Source: an optimization exercise on an open RTL-to-GDS flow (aim: a short achievable clock period and few clock cycles). Production flows keep margins and buffers that such runs may drop. At most, simulation tests tie the RTL to the original design; equivalence was not proved. Only the layout flow was run in runs 3 to 5; the RTL was not checked for function there. Power is estimated from default activity; no workload was simulated.

## flow/config.mk

```make
export PLATFORM = sky130hd
export DESIGN_NAME = riscv_processor
export DESIGN_NICKNAME = riscv_processor
export VERILOG_FILES = /design/flow/design.v
export SDC_FILE = /design/flow/constraint.sdc
export NUM_CORES = 4
export LEC_CHECK = 0
export ABC_CLOCK_PERIOD_IN_PS = 3000
export CAP_MARGIN = 20
export CORE_MARGIN = 2
export CORE_UTILIZATION = 60
export SETUP_SLACK_MARGIN = 5
export SLEW_MARGIN = 20
```

## flow/constraint.sdc

```tcl
create_clock -name core_clock -period 12.0 [get_ports {clk}]
set_input_delay 2.4000 -clock core_clock [delete_from_list [all_inputs] [get_ports {clk}]]
set_output_delay 2.4000 -clock core_clock [all_outputs]
set_load 0.01 [all_outputs]
```

## flow/design.v

```verilog
module riscv_processor(clk, rst, imem_addr, imem_rdata, dmem_addr, dmem_wdata, dmem_we, dmem_rdata);
    input clk, rst;
    output [31:0] imem_addr;
    input  [31:0] imem_rdata;
    output [31:0] dmem_addr;
    output [31:0] dmem_wdata;
    output dmem_we;
    input  [31:0] dmem_rdata;
    localparam NB = 4;
    reg [31:0] fa;                   
    reg [31:0] fa_o;                 
    reg        f2v;                  
    reg [31:0] f2pc;
    reg        f2pt;                 
    reg [NB-1:0] f2hv;               
    reg        skv;                  
    reg [31:0] sk, skpc;
    reg        skpt;
    reg [NB-1:0] skhv;
    reg        dv;                   
    reg [31:0] ir, dpc;
    reg        dpt;
    reg [NB-1:0] dhv;
    reg        c1E, c1M, c1W, c1X, c2E, c2M, c2W, c2X;
    reg [NB-1:0] bv;
    reg [31:0] btag [0:NB-1];
    reg [31:0] btgt [0:NB-1];
    reg [NB-1:0] bptr;               
    reg        u_alloc;              
    reg [NB-1:0] u_inval;
    reg [31:0] u_pc, u_tgt;
    reg [31:0] epc;
    reg [NB-1:0] ehv;
    reg [31:0] ea, eb, es, eimm, epc4, ebt;
    reg        e_sub, e_rsum, e_rand, e_ror, e_rslt, e_rimm, e_rlink;
    reg        e_br, e_bne, e_pred, e_jalr, e_load, e_store, e_we, e_jal;
    reg        e_addi;                              
    reg [31:0] e_nimm;                              
    reg [4:0]  erd;
    reg [31:0] mres, mwd;                           
    reg        mst, mload, mwe;
    reg [4:0]  mrd;
    reg [31:0] wres;                                
    reg        wload, wwe;
    reg [4:0]  wrd;
    reg [31:0] wbv;                                 
    reg        w2we;
    reg [4:0]  w2rd;
    wire [31:0] res;                                
    reg [31:0] rf [1:31];
    reg [31:1] rv;                                  
    wire [4:0] dop = ir[6:2];
    wire d_R  = dop == 5'b01100;
    wire d_I  = dop == 5'b00100;
    wire d_L  = dop == 5'b00000;
    wire d_S  = dop == 5'b01000;
    wire d_B  = dop == 5'b11000;
    wire d_J  = dop == 5'b11011;
    wire d_JR = dop == 5'b11001;
    wire d_U  = dop == 5'b01101;
    wire [2:0] f3 = ir[14:12];
    wire [4:0] rs1 = ir[19:15];
    wire [4:0] rs2 = ir[24:20];
    wire [4:0] rd  = ir[11:7];
    wire use1 = d_R | d_I | d_L | d_S | d_B | d_JR;
    wire use2 = d_R | d_S | d_B;
    wire d_bimm = d_I | d_L | d_S | d_JR | d_U;
    wire d_we = (d_R | d_I | d_L | d_J | d_JR | d_U) & (rd != 5'd0);
    wire [31:0] immI = {{20{ir[31]}}, ir[31:20]};
    wire [31:0] immS = {{20{ir[31]}}, ir[31:25], ir[11:7]};
    wire [31:0] immB = {{20{ir[31]}}, ir[7], ir[30:25], ir[11:8], 1'b0};
    wire [31:0] immJ = {{12{ir[31]}}, ir[19:12], ir[20], ir[30:21], 1'b0};
    wire [31:0] immU = {ir[31:12], 12'b0};
    wire [31:0] dimm = d_S ? immS : (d_U ? immU : immI);
    wire [31:0] dbtJ = dpc + immJ;
    wire [31:0] dbtB = dpc + immB;
    wire [31:0] dbt  = ({32{d_J}} & dbtJ) | ({32{~d_J}} & dbtB);    
    wire [31:0] dpc4 = dpc + 32'd4;
    wire [31:0] rv0 = {rv, 1'b0};
    wire [31:0] rf1 = rv0[rs1] ? rf[rs1] : 32'd0;
    wire [31:0] rf2 = rv0[rs2] ? rf[rs2] : 32'd0;
    wire hE1 = e_we & c1E;
    wire hM1 = mwe  & c1M;
    wire hW1 = wwe  & c1W;
    wire hX1 = w2we & c1X;
    wire hE2 = e_we & c2E;
    wire hM2 = mwe  & c2M;
    wire hW2 = wwe  & c2W;
    wire hX2 = w2we & c2X;
    wire st1 = use1 & ((hE1 & e_load) | (~hE1 & hM1 & mload));
    wire st2 = use2 & ((hE2 & e_load) | (~hE2 & hM2 & mload));
    wire stallD = dv & (st1 | st2);
    wire [31:0] wbv_n = wload ? dmem_rdata : wres;
    wire [31:0] dA = hE1 ? res : hM1 ? mres : hW1 ? wbv_n : hX1 ? wbv : rf1;
    wire [31:0] dB = hE2 ? res : hM2 ? mres : hW2 ? wbv_n : hX2 ? wbv : rf2;
    wire d_sub = (d_R & (f3 == 3'b000) & ir[30]) | ((d_R | d_I) & (f3 == 3'b010));
    wire [31:0] A  = ea;
    wire [31:0] B  = eb;
    wire [33:0] s34 = {1'b0, A, 1'b1} + {1'b0, B, e_sub};
    wire [31:0] jt = A + eimm;
    wire [31:0] sum = s34[32:1];
    wire lt = ~s34[33];
    assign res = ({32{e_rsum}} & sum) | ({32{e_rand}} & (A & B)) | ({32{e_ror}} & (A | B)) |
                      {31'd0, e_rslt & lt} | ({32{e_rimm}} & eimm) | ({32{e_rlink}} & epc4);
    wire eq = (A == B);
    wire taken = e_br & (eq ^ e_bne);
    wire redirE = (e_br & (taken ^ e_pred)) | e_jalr;
    wire [31:0] tgtE = e_jalr ? jt : (e_pred ? epc4 : ebt);
    wire fz = d_B & e_addi & ((c1E & (rs2 == 5'd0)) | ((rs1 == 5'd0) & c2E));
    wire fz_taken = (ea == e_nimm) ^ ir[12];
    wire spred = ir[31] | (~ir[12] & (rs1 == rs2));
    wire d_des = d_J | (d_B & (fz ? fz_taken : (dpt | spred)));
    wire redirD = dv & ~stallD & ~redirE & (d_des ^ dpt);
    wire [31:0] tgtD = d_des ? dbt : dpc4;
    reg [NB-1:0] hv;
    reg [31:0] btarget;
    integer k;
    always @(*) begin
        btarget = 32'd0;
        for (k = 0; k < NB; k = k + 1) begin
            hv[k] = bv[k] & (btag[k] == fa);
            btarget = btarget | ({32{hv[k]}} & btgt[k]);
        end
    end
    wire bhit = |hv;
    wire flush = redirE | redirD;
    wire issue = dv & ~stallD & ~redirE;
    assign imem_addr = fa_o;
    always @(posedge clk or posedge rst) begin
        if (rst) begin
            f2v <= 1'b0; skv <= 1'b0; dv <= 1'b0;
        end else begin
            f2v  <= ~flush & ~stallD;
            if (flush) begin
                skv <= 1'b0;
                dv  <= 1'b0;
            end else if (stallD) begin
                if (~skv) skv <= f2v;
            end else begin
                skv <= 1'b0;
                dv  <= skv | f2v;
            end
        end
    end
    wire [31:0] fa_n = redirE ? tgtE : (redirD ? tgtD : (stallD ? fa : (bhit ? btarget : fa + 32'd4)));
    always @(posedge clk or posedge rst) begin
        if (rst) fa <= 32'd0;
        else     fa <= fa_n;
    end
    always @(posedge clk) begin
        if (rst) fa_o <= 32'd0;
        else     fa_o <= fa_n;
    end
    wire [31:0] nir = skv ? sk : imem_rdata;
    always @(posedge clk) begin
        if (stallD) begin
            c1E <= 1'b0; c1M <= c1E; c1W <= c1M; c1X <= c1W;
            c2E <= 1'b0; c2M <= c2E; c2W <= c2M; c2X <= c2W;
        end else begin
            c1E <= nir[19:15] == rd;  c1M <= nir[19:15] == erd;
            c1W <= nir[19:15] == mrd; c1X <= nir[19:15] == wrd;
            c2E <= nir[24:20] == rd;  c2M <= nir[24:20] == erd;
            c2W <= nir[24:20] == mrd; c2X <= nir[24:20] == wrd;
        end
    end
    always @(posedge clk) begin
        f2pc <= fa;
        f2pt <= bhit;
        f2hv <= hv;
        if (stallD) begin
            if (~skv) begin
                sk   <= imem_rdata;
                skpc <= f2pc;
                skpt <= f2pt;
                skhv <= f2hv;
            end
        end else begin
            ir  <= nir;
            dpc <= skv ? skpc : f2pc;
            dpt <= skv ? skpt : f2pt;
            dhv <= skv ? skhv : f2hv;
        end
    end
    always @(posedge clk or posedge rst) begin
        if (rst) begin
            e_br <= 1'b0; e_jalr <= 1'b0; e_load <= 1'b0; e_store <= 1'b0; e_we <= 1'b0;
            e_jal <= 1'b0; e_addi <= 1'b0;
        end else begin
            e_jal   <= issue & d_J;
            e_br    <= issue & d_B;
            e_jalr  <= issue & d_JR;
            e_load  <= issue & d_L;
            e_store <= issue & d_S;
            e_we    <= issue & d_we;
            e_addi  <= issue & d_we & d_I & (f3 == 3'b000);
        end
    end
    always @(posedge clk) begin
        begin
            ea   <= dA;
            eb   <= (d_bimm ? dimm : dB) ^ {32{d_sub}};
            es   <= dB;
            eimm <= dimm;
            epc4 <= dpc4;
            ebt  <= dbt;
            e_sub   <= d_sub;
            e_rsum  <= ((d_R | d_I) & (f3 == 3'b000)) | d_L | d_S;
            e_rand  <= (d_R | d_I) & (f3 == 3'b111);
            e_ror   <= (d_R | d_I) & (f3 == 3'b110);
            e_rslt  <= (d_R | d_I) & (f3 == 3'b010);
            e_rimm  <= d_U;
            e_rlink <= d_J | d_JR;
            e_bne   <= ir[12];
            e_pred  <= d_des;
            e_nimm  <= 32'd0 - immI;
            epc     <= dpc;
            ehv     <= dhv;
            erd     <= rd;
        end
    end
    reg [31:0] maddr;
    assign dmem_addr  = maddr;
    assign dmem_wdata = mwd;
    assign dmem_we    = mst;
    always @(posedge clk or posedge rst) begin
        if (rst) begin
            mload <= 1'b0; mwe <= 1'b0;
            wload <= 1'b0; wwe <= 1'b0; w2we <= 1'b0;
        end else begin
            mload <= e_load;
            mwe   <= e_we;
            wload <= mload;
            wwe   <= mwe;
            w2we  <= wwe;
        end
    end
    always @(posedge clk) begin
        mst <= ~rst & e_store;
    end
    always @(posedge clk) begin
        maddr <= rst ? 32'd0 : res;
    end
    always @(posedge clk) begin
        mres <= res;
        mwd  <= es;
        mrd  <= erd;
        wres <= mres;
        wrd  <= mrd;
        wbv  <= wbv_n;
        w2rd <= wrd;
    end
    reg [NB-1:0] upres;
    always @(*) begin
        for (k = 0; k < NB; k = k + 1) upres[k] = bv[k] & (btag[k] == u_pc);
    end
    always @(posedge clk or posedge rst) begin
        if (rst) begin
            u_alloc <= 1'b0; u_inval <= {NB{1'b0}};
            bv <= {NB{1'b0}}; bptr <= {{(NB-1){1'b0}}, 1'b1};
        end else begin
            u_alloc <= (taken | e_jal) & ~|ehv;
            u_inval <= (e_br & ~taken) ? ehv : {NB{1'b0}};
            if (u_alloc & ~|upres) begin
                bv   <= (bv & ~u_inval) | bptr;
                bptr <= {bptr[NB-2:0], bptr[NB-1]};
            end else begin
                bv   <= bv & ~u_inval;
            end
        end
    end
    always @(posedge clk) begin
        u_pc  <= epc;
        u_tgt <= ebt;
        for (k = 0; k < NB; k = k + 1)
            if (u_alloc & ~|upres & bptr[k]) begin
                btag[k] <= u_pc;
                btgt[k] <= u_tgt;
            end
    end
    always @(posedge clk or posedge rst) begin
        if (rst) rv <= 31'd0;
        else if (w2we) rv[w2rd] <= 1'b1;
    end
    always @(posedge clk) begin
        if (w2we) rf[w2rd] <= wbv;
    end
endmodule
```

## flow/flow/run.sh

```bash
#!/bin/bash
set -euo pipefail
cd "$(dirname "$0")/.."
bash standard.sh SETUP_SLACK_MARGIN=8.8 "BUFFER_PORTS_ARGS=-buffer_cell sky130_fd_sc_hd__buf_4" finish > standard.log 2>&1
```

## flow/standard.sh

```bash
#!/bin/bash
# synth_recipe.tcl (not shown) runs the flow's synth.tcl, then flattens the netlist and writes it again
# the make line also repeats each setting of config.mk as NAME=value (left out here)
make -C /OpenROAD-flow-scripts/flow DESIGN_CONFIG=/design/flow/config.mk WORK_HOME=/design/flow/orfs CLKGATE_MAP_FILE= SYNTH_SCRIPT=/design/flow/synth_recipe.tcl "${@:-finish}"
```

==> results.cfg, run 1 <==
[floorplan]
die_w_um = 398
io_pins = 163
rows = 144
die-area_mm2 = 0.158
start_util = 0.605
die-height_um = 398
core-area_mm2 = 0.154

[timing]
drv_slew = 0
rsz0062_at_grt = yes
hold_viol = 0
max_freq_mhz = 266
setup_viol = 0
finalCritPeriodShare = 0.314
clock_skew_ns = 0.0322
slew_headroom = 0.144
finalCriticalPeriod_ns = 3.76
worstMarginPinSlew_ns = 1.28
setup-tns-final_ns = 0

[critical_path]
critical_path.top_delay_family = flip-flops
worstSetupEndpointType = output pin
path_cells = buf_6
slowest_stage = dfxtp_4
rr_worst_depth = 13
endpoint = imem_addr[5]
rr_startpoint = ir[14]
worstPathRequired_ns = 9.60
cp.depth = 1
timing.rr.end = fa_o[25]
path_class = flip-flop to output pin
path_buf_inv = 1
critical_path.max_fanout = 1
startpoint = fa_o[5]
rrSetupSlack_ns = 8.48
critPathArrivalTime_ns = 1.36
critPathLaunchType = flip-flop
slowest_delay_ns = 0.40

[power_and_ir_drop]
switching_share = 0.304
p_per_area_mw_per_mm2 = 179
combPwrFrac = 0.215
power_frac_clock = 0.325
power.total_mw = 20.2
power_switching_mw = 6.16
sequentialPowerShare = 0.461
p_leak_nw = 40.4
p_int_mw = 14.1
ir_drop_uv = 161

[detailed_routing]
drt.antenna.violating_nets = 0
wire_per_inst_um = 35.4
via_per_inst = 6.92
drt-pass1-iter-count = 8
drt-initial-drc-count = 8599
drc_errors = 0
wl_um = 323000
dr_total_vias = 63100

[global_routing]
overflow = 0
grt_start_max_net_pins = 94
grt_pass1_wl_um = 449000
grt_pass1_vias = 61200
antenna_found_initial = 10
track_usage = 0.404

[clocking]
root_buffer = clkbuf_16
clockBufferDepth = 3
clkTransAtPathRegs_ns = 0.06
numCtsBuffers = 204
ctsHoldBuffers = 0
cts_tree = done
clock_tree.htree_level_count = 4
insertion_delay_ns = 0.86
cts.sinks = 2053

[layout]
nNetsFinal = 7118
syn_to_final_growth_pct = 21.6
fillers = 9652
regArea_mm2 = 0.0558
multi_input_area_mm2 = 0.0396
final_layout_size_suffix_gt1_frac = 0.352

[placement]
place.gp.congestion = 1.01
dp_hpwl_um = 196000
port_buffers = 160

[logic_synthesis]
synth-edff-count = 1382
synth.avg_cell_area_um2 = 14.6
ys.flop_type = edfxtp_1
ys_types = 95
async_reset_ff_frac = 0.0443
syn_area_mm2 = 0.0931
seq_area_frac_synth = 0.595
syn_inst = 6361
ys_warn_count = 3
ys_ff_latch = 2053
mappedNetlistNets = 6585

[status]
status = no timing/DRC/antenna violations

[hold_path]
hp-class = flip-flop to flip-flop

[job]
maxCapViolations = 0
[Yosys cell counts (all sizes together) (87+ instances only)]
master / number / area [um^2]
a21oi: 321 / 1610
dfrtp: 90 / 2250
nand3: 87 / 440
nand2: 271 / 1020
mux4: 593 / 13400
edfxtp: 1382 / 41500
nor2: 299 / 1130
inv: 185 / 694
mux2i: 228 / 2290
ha: 154 / 1930
xnor2: 228 / 2000
xor2: 234 / 2050
o21ai: 214 / 1070
mux2: 102 / 1150
a22oi: 87 / 653
dfxtp: 580 / 11600
buf: 173 / 803
clkbuf: 216 / 811
[sequential cells by signal (all words and copies together) (netlist names), 32 cells and up, named ones only]
signal	flops
ea	32
maddr	32
skpc	32
fa_o	32
f2pc	32
rf	992
dpc	32
mwd	32
btgt	128
epc4	32
btag	128
eimm	32
ebt	32
es	32
u_pc	32
u_tgt	32
wres	32
eb	32
fa	32
mres	32
wbv	32
[logic make-up (layout without fill, tap and decap cells)]
kind of cell | Yosys count | after routing | synth area share
AO/OA/AOI/OAI | 1101 | 1102 | 0.0771
XOR/XNOR | 462 | 462 | 0.0435
adder cells (fa/ha/maj) | 158 | 158 | 0.0216
buffers and inverters | 575 | 1282 | 0.0248
flip-flops | 2053 | 2053 | 0.595
multiplexers | 923 | 924 | 0.180
other | 0 | 2 | 0
AND/OR/NAND/NOR | 1089 | 1091 | 0.0580
[cell type report]
| type | count | area share |
|---|---|---|
| sequential | 2053 | 0.493 |
| multi-input combinational | 3737 | 0.349 |
| timing repair buffer | 711 | 0.0675 |
| clock buffer | 263 | 0.0496 |
| tap | 2044 | 0.0226 |
| clock inverter | 121 | 0.0113 |
| inverter | 186 | 0.00690 |
| timing repair inverter | 1 | 0.0000663 |
| antenna | 2 | 0.0000442 |
[cell usage in the layout (no fill, tap or decap), drive strengths merged, types with 59 or more instances in the layout]
| cell | n |
|---|---|
| and2 | 59 |
| a21oi | 322 |
| xnor2 | 228 |
| dfxtp | 580 |
| mux4 | 593 |
| xor2 | 234 |
| nor4 | 79 |
| o211ai | 79 |
| nand3 | 87 |
| nand4 | 74 |
| mux2 | 103 |
| o21ai | 214 |
| clkbuf | 270 |
| inv | 185 |
| ha | 154 |
| edfxtp | 1382 |
| dfrtp | 90 |
| a22oi | 87 |
| nand2 | 271 |
| nor2 | 300 |
| mux2i | 228 |
| clkinv | 87 |
| buf | 697 |
[per-layer routing]
metal / up-vias / wire length (um) / track usage
li1: 25900 / - / -
met1: 32100 / 112000 / 0.508
met2: 4019 / 150000 / 0.631
met3: 1092 / 33300 / 0.0896
met4: 6 / 27100 / 0.271
met5: - / 45 / 0
[how the worst min path moves through the flow]
stage	start	end	slack, ns	cells after the start
6_report	epc[20]	u_pc[20]	0.30	0
5_1_grt	epc[20]	u_pc[20]	0.32	0
4_1_cts	epc[20]	u_pc[20]	0.31	0
3_5_place_dp	es[13]	mwd[13]	0.31	0
3_3_place_gp	epc[20]	u_pc[20]	0.31	0
2_1_floorplan	es[0]	mwd[0]	0.31	0
[power by group through the flow]
stage | Combinational, mW | Sequential, mW | Clock [mW]
after global placement | 3.03 | 9.47 | 0
after CTS | 3.95 | 9.28 | 6.59
after floorplan | 2.15 | 8.85 | 0
after detailed placement | 3.04 | 9.50 | 0
final | 4.34 | 9.33 | 6.58
after global routing | 4.53 | 9.35 | 6.89
[repair_timing]
action                                  4_1_cts  5_1_grt
pin swaps                                   216      197
cloned                                       27        7
endpoints found under the setup margin      794      534
gates resized for setup                     981      304
buffers inserted                            290       97
[through the flow]
stage	instances	cell area (um^2)	setup WS [ns]	hold WS, ns	utilization
2_1_floorplan	6361	93500	8.57	0.310	-
3_3_place_gp	8311	97000	6.74	0.310	0.630
3_5_place_dp	8311	97000	6.85	0.312	0.630
4_1_cts	9012	111000	8.21	0.310	0.721
5_1_grt	9116	113000	8.21	0.322	0.735
6_report	9118	113000	8.24	0.302	0.735
[worst register-to-register path: stages, from the launching register on]
cell and delay [ns]:
edfxtp_1 0.57, ha_4 0.32, a21oi_1 0.14, nor2_1 0.06, a211oi_1 0.31, nand4_1 0.24
nand4_1 0.17, buf_6 0.14, buf_4 0.12, a21oi_1 0.11, a311oi_2 0.46, nor3_2 0.09
or4_4 0.52, and2_4 0.17
Testbench counts, summed over its fixed seeds: cycles 131,336.
==> run 2, diff against run 1 <==
--- a/flow/config.mk
+++ b/flow/config.mk
@@ -11,2 +11,5 @@
 export CORE_UTILIZATION = 60
+export CTS_CLUSTER_DIAMETER = 100
+export CTS_CLUSTER_SIZE = 22
+export PLACE_DENSITY = 0.75
 export SETUP_SLACK_MARGIN = 5
==> results.cfg, run 2 <==
[power_and_ir_drop]
p_leak_nw = 38.3
p_per_area_mw_per_mm2 = 162
ir_drop_uv = 154
power.total_mw = 17.8

[floorplan]
start_util = 0.605
rows = 144
io_pins = 163
die_w_um = 398
die-area_mm2 = 0.158
core-area_mm2 = 0.154
die-height_um = 398

[timing]
slew_headroom = 0.0931
clock_skew_ns = 0.0466
drv_slew = 0
max_freq_mhz = 272
finalCriticalPeriod_ns = 3.68
setup-tns-final_ns = 0
finalCritPeriodShare = 0.307
hold_viol = 0
worstMarginPinSlew_ns = 1.35
setup_viol = 0
rsz0062_at_grt = yes

[global_routing]
track_usage = 0.406
grt_start_max_net_pins = 76
grt_pass1_vias = 62100
antenna_found_initial = 14
grt_pass1_wl_um = 453000
overflow = 0

[clocking]
insertion_delay_ns = 0.81
clockBufferDepth = 3
clkTransAtPathRegs_ns = 0.10
cts_tree = done
cts.sinks = 2053
root_buffer = clkbuf_16
clock_tree.htree_level_count = 3
numCtsBuffers = 103

[placement]
place.gp.congestion = 1.03
dp_hpwl_um = 192000
dp.cells = 8298
port_buffers = 160

[layout]
finalNonFillerCells = 8883
final_layout_size_suffix_gt1_frac = 0.332
largest_reg_flops = 992
top_regs = rf x992, btag x128, btgt x128
syn_to_final_growth_pct = 17.5
layout_common_cells = edfxtp_1, mux4_2, dfxtp_1
max_flop_register = rf
nNetsFinal = 6984
final_common_cell = edfxtp_1
fillers = 9639

[logic_synthesis]
synth_common_cells = edfxtp_1, mux4_2, dfxtp_1, a21oi_1, nor2_1
synthMostInstantiatedCell = edfxtp_1
mappedNetlistNets = 6585
seq_area_frac_synth = 0.595
netlist.area_leader.share = 0.446
ys_types = 95
ys_ff_latch = 2053
syn_inst = 6361
syn_area_mm2 = 0.0931
synth.avg_cell_area_um2 = 14.6
ys_warn_count = 3
ys.flop_type = edfxtp_1
async_reset_ff_frac = 0.0443
synth_top_area_cell = edfxtp_1
synth-edff-count = 1382
synthTopCellsByArea = edfxtp_1, mux4_2, dfxtp_1, mux2i_1, dfrtp_1

[critical_path]
path_class = flip-flop to output pin
critPathArrivalTime_ns = 1.28
path_cells = buf_6
critical_path.max_fanout = 1
worstSetupEndpointType = output pin
slowest_stage = dfxtp_4
slowest_delay_ns = 0.40
path_buf_inv = 1
critical_path.top_delay_family = flip-flops
worstPathRequired_ns = 9.60
critPathLaunchType = flip-flop

[detailed_routing]
drt-initial-drc-count = 9650
wire_per_inst_um = 36.7
wl_um = 326000
drt.antenna.violating_nets = 0
via_per_inst = 7.16
drt-pass1-iter-count = 8
dr_total_vias = 63600
drc_errors = 0

[status]
status = no timing/DRC/antenna violations

[job]
maxCapViolations = 0

[hold_path]
hp-class = flip-flop to flip-flop
[run 2: what timing repair did]
item,in CTS,in global routing
hold buffers,0,0
cloned,35,5
pin swaps,207,192
gates resized for setup,1039,272
buffers inserted,271,89
endpoints found under the setup margin,741,523
[run 2: worst paths after layout]
check	startpoint	to	slack, ns	cells after the start
setup / recovery	maddr[20]	dmem_addr[20]	8.32	1
hold / removal	epc[10]	u_pc[10]	0.31	0
setup reg to reg	flip-flop	eb[24]	8.45	9
hold reg to reg	epc[10]	u_pc[10]	0.31	0
max in group asynchronous	rst	fa[18]	9.12	3
min in group asynchronous	rst	fa[22]	1.92	2
[run 2: cell type report]
cell class / instances / area, um^2 / share of cell area
Timing Repair inverter: 2 / 16.3 / 0.000149
Clock inverter: 9 / 151 / 0.00138
Sequential cell: 2053 / 55800 / 0.510
Tap cell: 2044 / 2560 / 0.0234
Multi-Input combinational cell: 3737 / 39600 / 0.362
Clock buffer: 169 / 2830 / 0.0258
Timing Repair Buffer: 677 / 7650 / 0.0699
Inverter: 186 / 783 / 0.00716
Antenna cell: 6 / 15.0 / 0.000137
[run 2: through the flow]
| stage | hold WS, ns | cell area (um^2) | utilization | worst slack [ns] |
|---|---|---|---|---|
| 4_1_cts | 0.321 | 107000 | 0.696 | 8.30 |
| 2_1_floorplan | 0.310 | 93500 | - | 8.57 |
| 3_5_place_dp | 0.312 | 96900 | 0.629 | 6.70 |
| 6_report | 0.309 | 109000 | 0.710 | 8.32 |
| 3_3_place_gp | 0.311 | 96900 | 0.629 | 6.75 |
| 5_1_grt | 0.325 | 109000 | 0.710 | 8.30 |
[run 2: logic make-up after synthesis]
| kind of cell | synth area share |
|---|---|
| adders and majority gates | 0.0216 |
| AOI/OAI and AO/OA | 0.0771 |
| and+or+nand+nor | 0.0580 |
| xor gates and xnor gates | 0.0435 |
| DFF | 0.595 |
| muxes | 0.180 |
| buffers and inverters | 0.0248 |
[run 2: power by group]
part	switching [mW]	internal, mW
clock network	2.29	1.64
registers	1.06	8.36
logic	2.44	1.98
total	5.79	12.0
[run 2: per-layer routing]
| metal | up-vias | global-route usage | wire length (um) |
|---|---|---|---|
| met3 | 1373 | 0.106 | 41200 |
| met1 | 31500 | 0.499 | 106000 |
| met5 | - | 0 | 58 |
| li1 | 25500 | - | - |
| met2 | 5171 | 0.621 | 148000 |
| met4 | 10 | 0.303 | 31100 |
==> run 3, diff against run 2 <==
--- a/flow/design.v
+++ b/flow/design.v
@@ -11,2 +11,3 @@
     reg [31:0] fa_o;                 
+    reg [31:0] fa_b;                 
     reg        f2v;                  
@@ -93,4 +94,10 @@
     wire [31:0] wbv_n = wload ? dmem_rdata : wres;
-    wire [31:0] dA = hE1 ? res : hM1 ? mres : hW1 ? wbv_n : hX1 ? wbv : rf1;
-    wire [31:0] dB = hE2 ? res : hM2 ? mres : hW2 ? wbv_n : hX2 ? wbv : rf2;
+    wire sE1 = hE1, sM1 = ~hE1 & hM1, sW1 = ~hE1 & ~hM1 & hW1, sX1 = ~hE1 & ~hM1 & ~hW1 & hX1;
+    wire sR1 = ~hE1 & ~hM1 & ~hW1 & ~hX1;
+    wire sE2 = hE2, sM2 = ~hE2 & hM2, sW2 = ~hE2 & ~hM2 & hW2, sX2 = ~hE2 & ~hM2 & ~hW2 & hX2;
+    wire sR2 = ~hE2 & ~hM2 & ~hW2 & ~hX2;
+    wire [31:0] dA = ({32{sE1}} & res) | ({32{sM1}} & mres) | ({32{sW1}} & wbv_n) |
+                     ({32{sX1}} & wbv) | ({32{sR1}} & rf1);
+    wire [31:0] dB = ({32{sE2}} & res) | ({32{sM2}} & mres) | ({32{sW2}} & wbv_n) |
+                     ({32{sX2}} & wbv) | ({32{sR2}} & rf2);
     wire d_sub = (d_R & (f3 == 3'b000) & ir[30]) | ((d_R | d_I) & (f3 == 3'b010));
@@ -120,3 +127,3 @@
         for (k = 0; k < NB; k = k + 1) begin
-            hv[k] = bv[k] & (btag[k] == fa);
+            hv[k] = bv[k] & (btag[k] == fa_b);
             btarget = btarget | ({32{hv[k]}} & btgt[k]);
@@ -152,2 +159,5 @@
         else     fa_o <= fa_n;
+    end
+    always @(posedge clk) begin
+        fa_b <= fa_n;
     end
==> results.cfg, run 3 <==
[global_routing]
antenna_found_initial = 23
overflow = 0
grt_pass1_vias = 60800
grt_pass1_wl_um = 444000
grt_start_max_net_pins = 67
track_usage = 0.396

[critical_path]
slowest_delay_ns = 0.86
path_cells = xnor2_2, nand4_1, nor4_1, and4_1, buf_6, buf_4, a22o_1, a221oi_1, o211ai_1, o211ai_1, a31oi_4, buf_12, and2_1
critical_path.max_fanout = 17
slowest_stage = a221oi_1
critPathArrivalTime_ns = 4.39
critPathLaunchType = flip-flop
crit_top_cell = o211ai_1
critical_path.top_delay_family = compound AO/OA/AOI/OAI gates
worstSetupEndpointType = flip-flop
worstPathRequired_ns = 12.66
path_buf_inv = 3
path_class = flip-flop to flip-flop

[clocking]
cts_tree = done
ctsHoldBuffers = 0
clkTransAtPathRegs_ns = 0.10
insertion_delay_ns = 0.81
cts.sinks = 2085
clockBufferDepth = 3
clock_tree.htree_level_count = 3
root_buffer = clkbuf_16
numCtsBuffers = 105

[detailed_routing]
via_per_inst = 7.13
wl_um = 320000
drt-initial-drc-count = 9270
dr_total_vias = 62800
drt-pass1-iter-count = 9
drc_errors = 0
drt.antenna.violating_nets = 0
wire_per_inst_um = 36.3

[floorplan]
die-height_um = 399
start_util = 0.602
die_w_um = 399
die-area_mm2 = 0.159
io_pins = 163
rows = 145
core-area_mm2 = 0.156

[timing]
rsz0062_at_grt = yes
clock_skew_ns = 0.0594
hold_viol = 0
worstMarginPinSlew_ns = 1.16
finalCriticalPeriod_ns = 3.74
drv_slew = 0
max_freq_mhz = 268
finalCritPeriodShare = 0.311
setup-tns-final_ns = 0
setup_viol = 0
slew_headroom = 0.224

[logic_synthesis]
async_reset_ff_frac = 0.0436
ys_warn_count = 3
ys_types = 91
synthMostInstantiatedCell = edfxtp_1
ys.flop_type = edfxtp_1
synth-edff-count = 1382
synth_top_area_cell = edfxtp_1
synth_common_cells = edfxtp_1, dfxtp_1, mux4_2, xnor2_1, nor2_1
synthTopCellsByArea = edfxtp_1, mux4_2, dfxtp_1, xnor2_1, dfrtp_1
synth.avg_cell_area_um2 = 14.8
netlist.area_leader.share = 0.443
syn_area_mm2 = 0.0937
mappedNetlistNets = 6558
seq_area_frac_synth = 0.598
ys_ff_latch = 2085
syn_inst = 6334

[power_and_ir_drop]
power_switching_mw = 5.93
combPwrFrac = 0.242
switching_share = 0.328
power_frac_clock = 0.224
p_leak_nw = 37.7
p_per_area_mw_per_mm2 = 167
sequentialPowerShare = 0.534
ir_drop_uv = 165
power.total_mw = 18.1
p_int_mw = 12.2

[layout]
fillers = 10100
final_layout_size_suffix_gt1_frac = 0.314
final_common_cell = edfxtp_1
layout_common_cells = edfxtp_1, mux4_2, dfxtp_1
multi_input_area_mm2 = 0.0394
regArea_mm2 = 0.0564
syn_to_final_growth_pct = 16.0
largest_reg_flops = 992
max_flop_register = rf
nNetsFinal = 6888
top_regs = rf x992, btag x128, btgt x128

[placement]
dp_hpwl_um = 195000
port_buffers = 160
place.gp.congestion = 1.01

[status]
status = no timing/DRC/antenna violations

[job]
maxCapViolations = 0

[hold_path]
hp-class = flip-flop to flip-flop
run 3: final cells by class:
type	instances	area share
multi-input combinational	3680	0.362
sequential	2085	0.519
antenna	3	0.0000691
timing repair buffer	600	0.0592
timing repair inverter	4	0.000242
inverter	188	0.00704
tap	2058	0.0237
clock buffer	190	0.0273
clock inverter	9	0.00140
run 3: power by group through the flow:
stage	Combinational [mW]	Sequential, mW	Clock, mW
5_1_grt	4.56	9.70	4.29
4_1_cts	4.01	9.61	4.06
3_3_place_gp	3.22	9.83	0
6_report	4.38	9.67	4.05
3_5_place_dp	3.24	9.86	0
2_1_floorplan	2.32	9.10	0
run 3: cell families after synthesis:
| kind of cell | Yosys count | share of synthesized area |
|---|---|---|
| muxes | 903 | 0.177 |
| DFF | 2085 | 0.598 |
| adders and majority gates | 158 | 0.0214 |
| and+or+nand+nor | 1118 | 0.0600 |
| xor gates and xnor gates | 472 | 0.0441 |
| buffers and inverters | 569 | 0.0238 |
| AOI/OAI and AO/OA | 1029 | 0.0757 |
run 3: final timing paths:
check | from | end | slack, ns | cells after the start
max in group asynchronous | rst | skv | 9.20 | 4
setup reg to reg | btag[0][18] | fa_o[2] | 8.26 | 13
setup / recovery | btag[0][18] | fa_o[2] | 8.26 | 13
hold / removal | es[2] | mwd[2] | 0.32 | 0
min in group asynchronous | rst | u_inval[3] | 1.97 | 2
hold reg to reg | es[2] | mwd[2] | 0.32 | 0
run 3: timing repair:
item,in CTS,in global routing
pin swaps,161,124
gates cloned,22,2
setup buffers,212,93
setup endpoints to repair,733,540
endpoints found under the hold margin,0,0
resized for setup,857,256
run 3: metal layers:
| layer | global-route usage | up-vias | share of wire |
|---|---|---|---|
| li1 | - | 25400 | - |
| met5 | 0 | - | 0.00046 |
| met1 | 0.494 | 31600 | 0.34 |
| met2 | 0.620 | 4587 | 0.46 |
| met4 | 0.265 | 22 | 0.082 |
| met3 | 0.0940 | 1173 | 0.11 |
run 3: metrics by stage:
stage	hold slack [ns]	instances	instance area, um^2	utilization	setup slack, ns
after global routing	0.332	8814	109000	0.698	8.29
final	0.323	8817	109000	0.698	8.26
after detailed placement	0.312	8285	97600	0.627	6.87
after floorplan	0.310	6334	94200	-	8.30
after global placement	0.312	8284	97600	0.627	6.93
after CTS	0.329	8718	107000	0.686	8.30
==> run 4, diff against run 3 <==
--- a/flow/design.v
+++ b/flow/design.v
@@ -38,2 +38,3 @@
     reg        e_addi;                              
+    reg        e_t4;                                
     reg [31:0] e_nimm;                              
@@ -113,3 +114,3 @@
     wire taken = e_br & (eq ^ e_bne);
-    wire redirE = (e_br & (taken ^ e_pred)) | e_jalr;
+    wire redirE = (e_br & ~e_t4 & (taken ^ e_pred)) | e_jalr;
     wire [31:0] tgtE = e_jalr ? jt : (e_pred ? epc4 : ebt);
@@ -119,3 +120,5 @@
     wire d_des = d_J | (d_B & (fz ? fz_taken : (dpt | spred)));
-    wire redirD = dv & ~stallD & ~redirE & (d_des ^ dpt);
+    wire d_t4 = (d_B & (ir[31:25] == 7'd0) & (ir[11:7] == 5'b00100)) |
+                (d_J & (ir[31:12] == 20'h00400));
+    wire redirD = dv & ~stallD & ~redirE & ~d_t4 & (d_des ^ dpt);
     wire [31:0] tgtD = d_des ? dbt : dpc4;
@@ -224,2 +227,3 @@
             e_pred  <= d_des;
+            e_t4    <= d_t4;
             e_nimm  <= 32'd0 - immI;
@@ -270,3 +274,3 @@
         end else begin
-            u_alloc <= (taken | e_jal) & ~|ehv;
+            u_alloc <= (taken | e_jal) & ~|ehv & ~e_t4;
             u_inval <= (e_br & ~taken) ? ehv : {NB{1'b0}};
==> results.cfg, run 4 <==
[layout]
top_regs = rf x992, btag x128, btgt x128
max_flop_register = rf
layout_common_cells = edfxtp_1, mux4_2, dfxtp_1
nNetsFinal = 6794
syn_to_final_growth_pct = 16.0
largest_reg_flops = 992
final_layout_size_suffix_gt1_frac = 0.315
final_common_cell = edfxtp_1

[critical_path]
path_class = flip-flop to flip-flop
rr_worst_depth = 11
critPathArrivalTime_ns = 4.41
timing.rr.end = fa_o[28]
critical_path.max_fanout = 5
slowest_stage = or4_4
worstPathRequired_ns = 12.67
rr_startpoint = ea[13]
worstSetupEndpointType = flip-flop
critPathLaunchType = flip-flop
slowest_delay_ns = 0.55
critical_path.top_delay_family = simple AND/OR/NAND/NOR gates
rrSetupSlack_ns = 8.26
path_cells = or4_4, mux2i_4, nand4_1, or3_4, a211oi_4, nor3_4, o31a_4, buf_8, and3_4, a2111o_1, and2_1
path_buf_inv = 1

[logic_synthesis]
synth_top_area_cell = edfxtp_1
async_reset_ff_frac = 0.0436
syn_area_mm2 = 0.0931
ys_types = 97
seq_area_frac_synth = 0.602
ys_warn_count = 3
syn_inst = 6215
ys_ff_latch = 2086
synthMostInstantiatedCell = edfxtp_1
synth_common_cells = edfxtp_1, dfxtp_1, mux4_2, xnor2_1, nor2_1
synth-edff-count = 1382
netlist.area_leader.share = 0.446
ys.flop_type = edfxtp_1
mappedNetlistNets = 6439
synthTopCellsByArea = edfxtp_1, mux4_2, dfxtp_1, xnor2_1, dfrtp_1
synth.avg_cell_area_um2 = 15.0

[power_and_ir_drop]
power.total_mw = 17.8
p_leak_nw = 38.0
ir_drop_uv = 172
p_per_area_mw_per_mm2 = 165

[floorplan]
die-area_mm2 = 0.158
io_pins = 163
start_util = 0.604
rows = 144
die_w_um = 398
core-area_mm2 = 0.154
die-height_um = 398

[placement]
place.gp.congestion = 1.04
port_buffers = 160
dp_hpwl_um = 183000
pre_cts_ws_ns = 6.73

[clocking]
cts.sinks = 2086
clockBufferDepth = 3
clock_tree.htree_level_count = 3
root_buffer = clkbuf_16
cts_tree = done
ctsHoldBuffers = 0
clkTransAtPathRegs_ns = 0.09
numCtsBuffers = 106
insertion_delay_ns = 0.80

[timing]
rsz0062_at_grt = yes
fin_ws_ns = 8.26
finalCritPeriodShare = 0.312
clock_skew_ns = 0.0373
setup-tns-final_ns = 0
drv_slew = 0
max_freq_mhz = 267
slew_headroom = 0.232
setup_viol = 0
hold_viol = 0
finalCriticalPeriod_ns = 3.74
worstMarginPinSlew_ns = 1.15

[global_routing]
grt_pass1_vias = 60100
overflow = 0
antenna_found_initial = 19
grt_pass1_wl_um = 430000
track_usage = 0.383
grt_start_max_net_pins = 130

[job]
maxCapViolations = 0

[detailed_routing]
drc_errors = 0
drt.antenna.violating_nets = 0
via_per_inst = 7.19
wire_per_inst_um = 35.4
drt-pass1-iter-count = 9
wl_um = 308000
drt-initial-drc-count = 10400
dr_total_vias = 62600

[hold_path]
min_to = u_pc[15]
worstHoldStart = epc[15]
min_delay_path_depth = 0
hp-class = flip-flop to flip-flop

[status]
status = no timing/DRC/antenna violations
run 4: area by class of cell:
class | instances | area [um^2]
clock buffers | 188 | 2980
multi-input cells | 3589 | 38700
repair inverters | 1 | 7.51
repair buffers | 602 | 6330
well taps | 2044 | 2560
inverters | 184 | 758
fillers | 9823 | 46100
flip-flops and latches | 2086 | 56400
diodes | 4 | 10.0
clock inverters | 12 | 179
run 4: timing repair:
item | 4_1_cts | 5_1_grt
pin swaps | 144 | 174
resized for setup | 781 | 312
setup buffers | 198 | 107
setup endpoints to repair | 756 | 568
gates cloned | 16 | 5
run 4: report_power, final:
group,internal (mW),total (mW),switching [mW],leakage (nW)
clock network,1.72,4.06,2.34,1.49
logic,1.85,4.08,2.23,17.4
registers,8.56,9.62,1.06,19.1
total,12.1,17.8,5.63,38.0
run 4: cell families (layout without fill, tap and decap cells):
| family | count (synthesis) | count (layout) | share of synthesized area |
|---|---|---|---|
| flip-flops | 2086 | 2086 | 0.602 |
| AND/OR/NAND/NOR | 1025 | 1029 | 0.0549 |
| AO/OA/AOI/OAI | 1013 | 1013 | 0.0747 |
| multiplexers | 900 | 900 | 0.178 |
| buffers and inverters | 544 | 987 | 0.0227 |
| XOR/XNOR | 489 | 489 | 0.0460 |
| adder cells (fa/ha/maj) | 158 | 158 | 0.0216 |
| other | 0 | 4 | 0 |
run 4: worst max-delay path by stage:
stage / start / endpoint / slack, ns / cells past startpoint
after floorplan: dmem_rdata[30] / eb[30] / 8.29 / 7
after detailed placement: ea[20] / fa_o[7] / 6.73 / 12
after CTS: fa_o[30] / imem_addr[30] / 8.27 / 1
after global routing: ea[13] / fa_o[28] / 8.27 / 11
after global placement: ea[20] / fa_o[7] / 6.79 / 12
final: ea[13] / fa_o[28] / 8.26 / 11
run 4: per-stage QoR:
| step | utilization | instance area [um^2] | instances | hold slack (ns) |
|---|---|---|---|---|
| floorplan | - | 93600 | 6215 | 0.310 |
| global placement | 0.631 | 97200 | 8180 | 0.310 |
| detailed placement | 0.631 | 97200 | 8180 | 0.312 |
| CTS | 0.685 | 105000 | 8594 | 0.325 |
| global route | 0.701 | 108000 | 8706 | 0.335 |
| finish | 0.701 | 108000 | 8710 | 0.315 |
run 4: metal layers:
metal / track usage / up-vias / wire length [um]
met3: 0.0934 / 1035 / 39000
met5: 0 / - / 86
met4: 0.241 / 12 / 22600
met2: 0.579 / 4969 / 141000
li1: - / 25000 / -
met1: 0.501 / 31600 / 106000
==> run 5, diff against run 4 <==
--- a/flow/design.v
+++ b/flow/design.v
@@ -43,2 +43,3 @@
     reg        mst, mload, mwe;
+    reg        e_early, m_early;                    
     reg [4:0]  mrd;
@@ -91,4 +92,6 @@
     wire hX2 = w2we & c2X;
-    wire st1 = use1 & ((hE1 & e_load) | (~hE1 & hM1 & mload));
-    wire st2 = use2 & ((hE2 & e_load) | (~hE2 & hM2 & mload));
+    wire d_ldx0 = dv & d_L & (rs1 == 5'd0) & ~e_load & ~e_store;
+    wire mld = mload & ~m_early;                    
+    wire st1 = use1 & ((hE1 & e_load) | (~hE1 & hM1 & mld));
+    wire st2 = use2 & ((hE2 & e_load) | (~hE2 & hM2 & mld));
     wire stallD = dv & (st1 | st2);
@@ -99,5 +102,6 @@
     wire sR2 = ~hE2 & ~hM2 & ~hW2 & ~hX2;
-    wire [31:0] dA = ({32{sE1}} & res) | ({32{sM1}} & mres) | ({32{sW1}} & wbv_n) |
+    wire [31:0] mres_n = m_early ? dmem_rdata : mres;
+    wire [31:0] dA = ({32{sE1}} & res) | ({32{sM1}} & mres_n) | ({32{sW1}} & wbv_n) |
                      ({32{sX1}} & wbv) | ({32{sR1}} & rf1);
-    wire [31:0] dB = ({32{sE2}} & res) | ({32{sM2}} & mres) | ({32{sW2}} & wbv_n) |
+    wire [31:0] dB = ({32{sE2}} & res) | ({32{sM2}} & mres_n) | ({32{sW2}} & wbv_n) |
                      ({32{sX2}} & wbv) | ({32{sR2}} & rf2);
@@ -199,5 +203,6 @@
             e_br <= 1'b0; e_jalr <= 1'b0; e_load <= 1'b0; e_store <= 1'b0; e_we <= 1'b0;
-            e_jal <= 1'b0; e_addi <= 1'b0;
+            e_jal <= 1'b0; e_addi <= 1'b0; e_early <= 1'b0;
         end else begin
             e_jal   <= issue & d_J;
+            e_early <= issue & d_ldx0;
             e_br    <= issue & d_B;
@@ -240,3 +245,3 @@
         if (rst) begin
-            mload <= 1'b0; mwe <= 1'b0;
+            mload <= 1'b0; mwe <= 1'b0; m_early <= 1'b0;
             wload <= 1'b0; wwe <= 1'b0; w2we <= 1'b0;
@@ -244,2 +249,3 @@
             mload <= e_load;
+            m_early <= e_early;
             mwe   <= e_we;
@@ -254,3 +260,3 @@
     always @(posedge clk) begin
-        maddr <= rst ? 32'd0 : res;
+        maddr <= rst ? 32'd0 : (d_ldx0 ? immI : res);
     end
==> results.cfg, run 5 <==
[status]
status = no timing/DRC/antenna violations

[power_and_ir_drop]
p_int_mw = 12.1
combPwrFrac = 0.223
power_switching_mw = 5.65
p_per_area_mw_per_mm2 = 161
sequentialPowerShare = 0.547
switching_share = 0.319
ir_drop_uv = 161
power_frac_clock = 0.230
p_leak_nw = 38.4

[placement]
dp.cells = 8393
port_buffers = 160
dp_hpwl_um = 192000
place.gp.congestion = 0.988

[logic_synthesis]
syn_inst = 6415
async_reset_ff_frac = 0.0445
mappedNetlistNets = 6639
synthMostInstantiatedCell = edfxtp_1
ys_types = 95
ys.flop_type = edfxtp_1
synth.avg_cell_area_um2 = 14.7
netlist.area_leader.share = 0.440
synthTopCellsByArea = edfxtp_1, mux4_2, dfxtp_1, xnor2_1, mux2i_1
synth_common_cells = edfxtp_1, dfxtp_1, mux4_2, xnor2_1, a21oi_1
synth_top_area_cell = edfxtp_1
syn_area_mm2 = 0.0944
seq_area_frac_synth = 0.594
ys_ff_latch = 2088
ys_warn_count = 3
synth-edff-count = 1382

[detailed_routing]
wire_per_inst_um = 35.2
wl_um = 315000
drt-initial-drc-count = 9325
drc_errors = 0
drt.antenna.violating_nets = 0
dr_total_vias = 63700
via_per_inst = 7.12
drt-pass1-iter-count = 8

[global_routing]
grt_pass1_wl_um = 441000
grt_start_max_net_pins = 110
overflow = 0
track_usage = 0.383
antenna_found_initial = 16
grt_pass1_vias = 62100

[critical_path]
worstPathRequired_ns = 12.62
startpoint = ea[10]
worstSetupEndpointType = flip-flop
path_buf_inv = 6
critPathArrivalTime_ns = 4.36
rr_startpoint = ea[10]
rr_worst_depth = 16
slowest_delay_ns = 0.43
path_class = flip-flop to flip-flop
critical_path.top_delay_family = compound AO/OA/AOI/OAI gates
critical_path.max_fanout = 3
path_cells = buf_6, buf_4, xor2_2, nor4_4, o2111ai_1, or3_4, o311ai_4, nor3_4, buf_6, buf_6, buf_6, a21o_4, buf_12, a21oi_4, nor2_4, a2111oi_4
rrSetupSlack_ns = 8.27
endpoint = fa_o[4]
crit_top_cell = buf_6
timing.rr.end = fa_o[4]
slowest_stage = o311ai_4
cp.depth = 16
critPathLaunchType = flip-flop

[layout]
final_layout_size_suffix_gt1_frac = 0.322
top_regs = rf x992, btag x128, btgt x128
layout_common_cells = edfxtp_1, mux4_2, dfxtp_1
syn_to_final_growth_pct = 16.6
nNetsFinal = 7013
final_common_cell = edfxtp_1
largest_reg_flops = 992
max_flop_register = rf
finalNonFillerCells = 8944

[timing]
setup-tns-final_ns = 0
hold_viol = 0
finalHoldWorstSlack_ns = 0.325
slew_headroom = 0.232
setup_viol = 0
finalCritPeriodShare = 0.311
max_freq_mhz = 268
worstMarginPinSlew_ns = 1.15
rsz0062_at_grt = yes
clock_skew_ns = 0.0270
finalCriticalPeriod_ns = 3.73
drv_slew = 0

[clocking]
ctsHoldBuffers = 0
insertion_delay_ns = 0.79
numCtsBuffers = 106
root_buffer = clkbuf_16
clkTransAtPathRegs_ns = 0.09
clockBufferDepth = 3
cts_tree = done
clock_tree.htree_level_count = 3
cts.sinks = 2088

[floorplan]
rows = 145
io_pins = 163
die-area_mm2 = 0.160
core-area_mm2 = 0.156
start_util = 0.604
die_w_um = 401
die-height_um = 401

[hold_path]
hp-class = flip-flop to flip-flop

[job]
maxCapViolations = 0
## run 5: power groups by stage
stage | sequential (mW) | clock [mW] | combinational (mW)
final | 9.71 | 4.08 | 3.96
after floorplan | 9.09 | 0 | 2.26
after global placement | 9.74 | 0 | 2.98
after CTS | 9.63 | 4.08 | 3.59
after global routing | 9.73 | 4.32 | 4.17
after detailed placement | 9.78 | 0 | 3.01
## run 5: metal layers
layer  global-route usage  vias to the layer above  part of all wire
li1                     -                    25800                 -
met1                0.489                    32100              0.34
met4                0.234                        6             0.075
met2                0.609                     4693              0.47
met3               0.0762                     1097              0.11
met5                    0                        -           0.00011
## run 5: cell families (layout without fill, tap and decap cells)
group / after synthesis / count (layout) / synth area share
other: 0 / 5 / 0
multiplexers: 937 / 937 / 0.179
adder cells (fa/ha/maj): 158 / 158 / 0.0213
AO/OA/AOI/OAI: 1080 / 1082 / 0.0780
buffers and inverters: 566 / 1029 / 0.0238
AND/OR/NAND/NOR: 1106 / 1107 / 0.0586
flip-flops: 2088 / 2088 / 0.594
XOR/XNOR: 480 / 480 / 0.0445
## run 5: what timing repair did
| action | 4_1_cts | 5_1_grt |
|---|---|---|
| buffers inserted | 231 | 91 |
| setup endpoints to repair | 710 | 437 |
| cloned | 21 | 2 |
| hold endpoints to repair | 0 | 0 |
| pin swaps | 127 | 144 |
| resized for setup | 860 | 301 |
## run 5: how the worst min path moves through the flow
stage                start  endpoint  cells after the start
floorplan            es[0]    mwd[0]                      0
global placement    epc[9]   u_pc[9]                      0
detailed placement  epc[3]   u_pc[3]                      0
CTS                 es[24]   mwd[24]                      0
global route        es[24]   mwd[24]                      0
finish              epc[4]   u_pc[4]                      0
## run 5: stage by stage
step | total power, mW | area [um^2] | worst slack (ns) | utilization
floorplan | 11.3 | 95100 | 8.29 | -
global placement | 12.7 | 98700 | 6.73 | 0.632
detailed placement | 12.8 | 98700 | 6.71 | 0.632
CTS | 17.3 | 108000 | 8.26 | 0.689
global route | 18.2 | 110000 | 8.24 | 0.704
finish | 17.7 | 110000 | 8.27 | 0.704
## run 5: final cells by class
cell class | instances | area (um^2)
Tap cell | 2058 | 2570
Timing Repair inverter | 2 | 17.5
Clock buffer | 190 | 3020
Inverter | 194 | 786
Antenna cell | 5 | 12.5
Clock inverter | 10 | 158
Sequential cell | 2088 | 56500
Fill cell | 9887 | 46200
Multi-Input combinational cell | 3764 | 40100
Timing Repair Buffer | 633 | 6830
==> run 6, diff against run 5 <==
--- a/flow/design.v
+++ b/flow/design.v
@@ -11,3 +11,2 @@
     reg [31:0] fa_o;                 
-    reg [31:0] fa_b;                 
     reg        f2v;                  
@@ -134,3 +133,3 @@
         for (k = 0; k < NB; k = k + 1) begin
-            hv[k] = bv[k] & (btag[k] == fa_b);
+            hv[k] = bv[k] & (btag[k] == fa);
             btarget = btarget | ({32{hv[k]}} & btgt[k]);
@@ -167,5 +166,2 @@
     end
-    always @(posedge clk) begin
-        fa_b <= fa_n;
-    end
     wire [31:0] nir = skv ? sk : imem_rdata;
==> results.cfg, run 6 <==
[timing]
setup_viol = 0
rsz0062_at_grt = yes
setup-tns-final_ns = 0
finalHoldWorstSlack_ns = 0.313
finalCriticalPeriod_ns = 3.69
clock_skew_ns = 0.0510
fin_ws_ns = 8.31
max_freq_mhz = 271
hold_viol = 0
finalCritPeriodShare = 0.307
drv_slew = 0
slew_headroom = 0.182
worstMarginPinSlew_ns = 1.22

[global_routing]
track_usage = 0.411
grt.met3_usage = 0.102
grt_pass1_vias = 62600
antenna_found_initial = 31
overflow = 0
grt-busiest-layer = met2
grt_pass1_wl_um = 460000
grt_start_max_net_pins = 105
met1_usage = 0.503
grt.met2_usage = 0.641

[placement]
placed_area_mm2 = 0.0976
place.gp.congestion = 1.02
dp_hpwl_um = 199000
dp.cells = 8307
port_buffers = 160
pre_cts_ws_ns = 6.69

[detailed_routing]
dr_total_vias = 64400
drt-initial-drc-count = 9821
drt.antenna.violating_nets = 0
wl_um = 335000
via_per_inst = 7.25
drc_errors = 0
wire_per_inst_um = 37.7
drt-pass1-iter-count = 8

[logic_synthesis]
async_reset_ff_frac = 0.0452
ys.flop_type = edfxtp_1
synthMostInstantiatedCell = edfxtp_1
syn_area_mm2 = 0.0935
ys_warn_count = 3
netlist.area_leader.share = 0.444
ys_types = 97
ys_ff_latch = 2056
mappedNetlistNets = 6585
syn_inst = 6361
synth_top_area_cell = edfxtp_1
synth-edff-count = 1382
synth.avg_cell_area_um2 = 14.7
synthTopCellsByArea = edfxtp_1, mux4_2, dfxtp_1, mux2i_1, dfrtp_1
seq_area_frac_synth = 0.593
synth_common_cells = edfxtp_1, mux4_2, dfxtp_1, a21oi_1, nor2_1

[layout]
layout_common_cells = edfxtp_1, mux4_2, buf_4
finalNonFillerCells = 8886
top_regs = rf x992, btag x128, btgt x128
syn_to_final_growth_pct = 17.6
stdcell_area_mm2 = 0.110
final_layout_size_suffix_gt1_frac = 0.332
finish.utilization = 0.712
largest_reg_flops = 992
final_common_cell = edfxtp_1
max_flop_register = rf
nNetsFinal = 6974

[floorplan]
rows = 144
die_w_um = 399
die-height_um = 399
start_util = 0.606
io_pins = 163
die-area_mm2 = 0.159
core-area_mm2 = 0.154

[critical_path]
rrSetupSlack_ns = 8.31
critPathLaunchType = flip-flop
rr_worst_depth = 20
worstSetupEndpointType = flip-flop
path_class = flip-flop to flip-flop
critPathArrivalTime_ns = 4.36
rr_startpoint = ir[21]
timing.rr.end = fa_o[27]
worstPathRequired_ns = 12.68
critical_path.max_fanout = 6

[status]
status = no timing/DRC/antenna violations

[job]
maxCapViolations = 0

[clocking]
clkTransAtPathRegs_ns = 0.10
numCtsBuffers = 104
cts.sinks = 2056
clock_tree.htree_level_count = 3
clockBufferDepth = 3
cts_tree = done
root_buffer = clkbuf_16
insertion_delay_ns = 0.80

[hold_path]
worstHoldStart = epc[8]
hp-class = flip-flop to flip-flop
min_to = u_pc[8]
min_delay_path_depth = 0

[power_and_ir_drop]
power.total_mw = 17.7
p_per_area_mw_per_mm2 = 161
ir_drop_uv = 138
p_leak_nw = 38.7
## run 6: cell count changes after synthesis, moves of 19 or more
cell / before / now
xnor2_1: 322 / 236
xor2_1: 158 / 234
buf_2: 47 / 89
dfxtp_1: 613 / 581
a22oi_1: 38 / 63
clkbuf_1: 247 / 223
o21ai_1: 17 / 36
## run 6: layout make-up
class                           instances  area [um^2]
Fill cell                            9617        44400
Clock buffer                          181         2890
Timing Repair inverter                  4         31.3
Timing Repair Buffer                  667         7440
Sequential cell                      2056        55900
Antenna cell                            5         12.5
Clock inverter                         12          173
Tap cell                             2044         2560
Inverter                              212          875
Multi-Input combinational cell       3705        40100
## run 6: timing repair
item / 4_1_cts / 5_1_grt
cloned: 32 / 11
setup buffers: 208 / 130
pin swaps: 151 / 145
endpoints found under the setup margin: 723 / 428
hold buffers: 0 / 0
resized for setup: 937 / 306
## run 6: worst max path at each step
| stage | end | cells after the start | start |
|---|---|---|---|
| after detailed placement | fa_o[3] | 13 | fa[22] |
| after floorplan | eb[9] | 7 | dmem_rdata[9] |
| after global routing | imem_addr[4] | 1 | fa_o[4] |
| after CTS | imem_addr[4] | 1 | fa_o[4] |
| final | fa_o[27] | 20 | ir[21] |
| after global placement | eb[1] | 9 | flip-flop |
## run 6: worst max-delay path, stage by stage, from the launching register on
cell	delay, ns
edfxtp_1	0.40
buf_12	0.13
clkinvlp_4	0.25
ha_4	0.28
nand2b_4	0.13
nor2_4	0.05
ha_4	0.16
a32o_2	0.23
nand2_4	0.10
buf_6	0.10
o31ai_4	0.07
o32ai_4	0.26
nor2_4	0.10
buf_12	0.16
inv_16	0.06
buf_12	0.14
nor3_4	0.05
buf_12	0.16
o2bb2ai_4	0.11
a2111o_1	0.43
and2_4	0.17
## run 6: cells by family (layout without fill, tap and decap cells)
family / count (synthesis) / count (layout) / synth area share
compound gates: 1085 / 1087 / 0.0780
xor+xnor: 471 / 471 / 0.0443
fa+ha+maj: 158 / 158 / 0.0215
buf+inv: 603 / 1076 / 0.0260
flops: 2056 / 2056 / 0.593
mux: 941 / 941 / 0.181
other cells: 0 / 5 / 0
simple gates: 1047 / 1048 / 0.0560
## run 6: power by group
group / leakage [nW] / internal [mW] / switching, mW / total (mW)
logic: 18.4 / 1.83 / 2.37 / 4.20
registers: 18.9 / 8.38 / 1.09 / 9.47
clock network: 1.45 / 1.67 / 2.32 / 3.99
total: 38.7 / 11.9 / 5.77 / 17.7
## run 6: routing by layer
layer	share of wire	routed length (um)	vias up
met1	0.33	109000	32200
met4	0.096	32000	28
li1	-	-	25600
met5	0.00053	177	-
met3	0.12	40800	1354
met2	0.46	153000	5316
Testbench counts of run 6, summed over its fixed seeds: cycles 128,965.
==> run 7, diff against run 6 <==
==> flow/flow/run.sh (replaced) <==
#!/bin/bash
set -euo pipefail
cd "$(dirname "$0")/.."
bash standard.sh SETUP_SLACK_MARGIN=8.45 "BUFFER_PORTS_ARGS=-buffer_cell sky130_fd_sc_hd__buf_4" finish > standard.log 2>&1
==> results.cfg, run 7 <==
[clocking]
root_buffer = clkbuf_16
ctsHoldBuffers = 0
numCtsBuffers = 104
insertion_delay_ns = 0.80
clock_tree.htree_level_count = 3
clockBufferDepth = 3
cts_tree = done
cts.sinks = 2056
clkTransAtPathRegs_ns = 0.09

[power_and_ir_drop]
sequentialPowerShare = 0.543
switching_share = 0.323
p_per_area_mw_per_mm2 = 164
combPwrFrac = 0.228
power_switching_mw = 5.63
power_frac_clock = 0.230
p_int_mw = 11.8
ir_drop_uv = 150
power.total_mw = 17.5
p_leak_nw = 37.3

[critical_path]
worstSetupEndpointType = output pin
timing.rr.end = fa_o[13]
critical_path.top_delay_family = flip-flops
slowest_delay_ns = 0.42
rr_startpoint = ea[12]
path_cells = buf_6
worstPathRequired_ns = 9.60
critPathArrivalTime_ns = 1.31
endpoint = dmem_addr[31]
cp.depth = 1
path_class = flip-flop to output pin
critPathLaunchType = flip-flop
slowest_stage = dfxtp_4
startpoint = maddr[31]
path_buf_inv = 1
rr_worst_depth = 12
rrSetupSlack_ns = 8.36
critical_path.max_fanout = 1

[detailed_routing]
via_per_inst = 7.11
drt-initial-drc-count = 9054
wl_um = 317000
drt.antenna.violating_nets = 0
drc_errors = 0
dr_total_vias = 62300
drt-pass1-iter-count = 7
wire_per_inst_um = 36.2

[floorplan]
die_w_um = 399
rows = 144
die-height_um = 399
start_util = 0.606
die-area_mm2 = 0.159
io_pins = 163
core-area_mm2 = 0.154

[status]
status = no timing/DRC/antenna violations

[logic_synthesis]
ys.flop_type = edfxtp_1
mappedNetlistNets = 6585
seq_area_frac_synth = 0.593
synth_top_area_cell = edfxtp_1
synthMostInstantiatedCell = edfxtp_1
syn_area_mm2 = 0.0935
ys_ff_latch = 2056
synth_common_cells = edfxtp_1, mux4_2, dfxtp_1, a21oi_1, nor2_1
synth.avg_cell_area_um2 = 14.7
syn_inst = 6361
async_reset_ff_frac = 0.0452
synthTopCellsByArea = edfxtp_1, mux4_2, dfxtp_1, mux2i_1, dfrtp_1
netlist.area_leader.share = 0.444
synth-edff-count = 1382
ys_warn_count = 3
ys_types = 97

[layout]
layout_common_cells = edfxtp_1, mux4_2, dfxtp_1
final_common_cell = edfxtp_1
finalNonFillerCells = 8752
finish.utilization = 0.688
max_flop_register = rf
final_layout_size_suffix_gt1_frac = 0.289
fillers = 10200
nNetsFinal = 6834
largest_reg_flops = 992
top_regs = rf x992, btag x128, btgt x128
syn_to_final_growth_pct = 13.6

[timing]
finalCritPeriodShare = 0.309
setup-tns-final_ns = 0
max_freq_mhz = 270
drv_slew = 0
hold_viol = 0
finalCriticalPeriod_ns = 3.71
slew_headroom = 0.152
clock_skew_ns = 0.0505
setup_viol = 0
worstMarginPinSlew_ns = 1.27
rsz0062_at_grt = yes

[global_routing]
grt_pass1_vias = 60200
grt_start_max_net_pins = 91
antenna_found_initial = 32
overflow = 0
track_usage = 0.393
grt_pass1_wl_um = 440000

[placement]
place.gp.congestion = 1.00
port_buffers = 160
dp.cells = 8309
dp_hpwl_um = 201000

[hold_path]
hp-class = flip-flop to flip-flop

[job]
maxCapViolations = 0
==> run 7: changes by cell type in the layout (fill, tap and decap cells not counted), sizes merged, moves of 3 or more <==
cell / delta
clkinvlp: -3
buf: -125
clkinv: -3
clkbuf: -3
diode: +4
==> run 7: power groups by stage <==
stage | combinational, mW | sequential [mW] | clock, mW
2_1_floorplan | 2.26 | 8.89 | 0
3_3_place_gp | 3.13 | 9.58 | 0
3_5_place_dp | 3.14 | 9.61 | 0
4_1_cts | 3.57 | 9.45 | 4.01
5_1_grt | 4.16 | 9.48 | 4.25
6_report | 3.97 | 9.48 | 4.01
==> run 7: kinds of logic (layout without fill, tap and decap cells) <==
family / after synthesis / in the layout / synth area share
flops: 2056 / 2056 / 0.593
other cells: 0 / 9 / 0
compound gates: 1085 / 1085 / 0.0780
simple gates: 1047 / 1048 / 0.0560
xor+xnor: 471 / 471 / 0.0443
buf+inv: 603 / 940 / 0.0260
fa+ha+maj: 158 / 158 / 0.0215
mux: 941 / 941 / 0.181
==> run 7: metal layers <==
layer | GRT usage | up-vias | wire length [um] | share of wire
met1 | 0.496 | 31500 | 108000 | 0.34
met5 | 0.00787 | - | 100 | 0.00032
met2 | 0.604 | 4519 | 145000 | 0.46
li1 | - | 25200 | - | -
met4 | 0.274 | 16 | 27400 | 0.086
met3 | 0.0951 | 1047 | 36500 | 0.12
==> run 7: cell type report <==
type                       count  area, um^2  share of cell area
antenna                        9        22.5            0.000212
clock buffer                 185        2930              0.0276
clock inverter                10         179             0.00168
inverter                     212         847             0.00797
multi-input combinational   3703       38400               0.361
sequential                  2056       55900               0.526
tap                         2044        2560              0.0241
timing repair buffer         533        5460              0.0514
==> run 7: what timing repair did <==
item | in CTS | in global routing
cloned | 10 | 4
pin swaps | 77 | 88
setup endpoints to repair | 562 | 310
buffers inserted | 110 | 114
resized for setup | 625 | 257
==> run 7: worst min-delay path by stage <==
stage	from	endpoint	cells after the start
6_report	es[7]	mwd[7]	0
5_1_grt	es[14]	mwd[14]	0
4_1_cts	es[2]	mwd[2]	0
3_5_place_dp	es[24]	mwd[24]	0
3_3_place_gp	epc[2]	u_pc[2]	0
2_1_floorplan	es[0]	mwd[0]	0
==> run 7: through the flow <==
| step | hold WS [ns] | instance area [um^2] | worst slack, ns |
|---|---|---|---|
| floorplan | 0.310 | 93700 | 8.33 |
| global placement | 0.310 | 97200 | 6.81 |
| detailed placement | 0.312 | 97200 | 6.78 |
| CTS | 0.322 | 104000 | 8.26 |
| global route | 0.332 | 106000 | 8.25 |
| finish | 0.317 | 106000 | 8.29 |

## separate check: timing with driven ports
The flow's constraints put no driver on any port. The routed layouts listed below were extracted and timed again, unchanged, in two steps. Step 1 sets driving cells, clkbuf_16 on the clock port and buf_2 on the other inputs (assumed; they add their load-dependent delay and slew). Step 2 adds t to the input delays and takes it off the output delays; t is the mean of the earliest and latest rising clock arrival at the registers after step 1. Input paths then give back, and output paths get back, about the clock's delay inside the block. Slacks: ideal ports / drivers / drivers and shift; pairs: ideal ports / drivers.
run | t, ns | slack for setup (ns) | worst setup path after step 2 | latest minus earliest clock arrival (ns) | cell pins on the clock port's net
run 1 | 0.919 | 8.236 / 8.155 / 7.789 | input to register | 0.033 / 0.033 | 1
run 2 | 0.873 | 8.318 / 8.232 / 7.844 | input to register | 0.047 / 0.047 | 1
run 3 | 0.866 | 8.265 / 8.265 / 7.807 | input to register | 0.061 / 0.062 | 1
run 4 | 0.873 | 8.256 / 8.231 / 7.832 | input to register | 0.047 / 0.047 | 1
run 5 | 0.874 | 8.268 / 8.185 / 7.834 | input to register | 0.030 / 0.030 | 1
run 6 | 0.861 | 8.314 / 8.258 / 7.925 | input to register | 0.051 / 0.051 | 1
run 7 | 0.864 | 8.291 / 8.199 / 7.579 | input to register | 0.051 / 0.052 | 1
After both steps setup and hold are still met in every run listed. For run 7, which loses most, drivers alone change the setup slack by -0.092 ns; drivers and shift together by -0.712 ns.
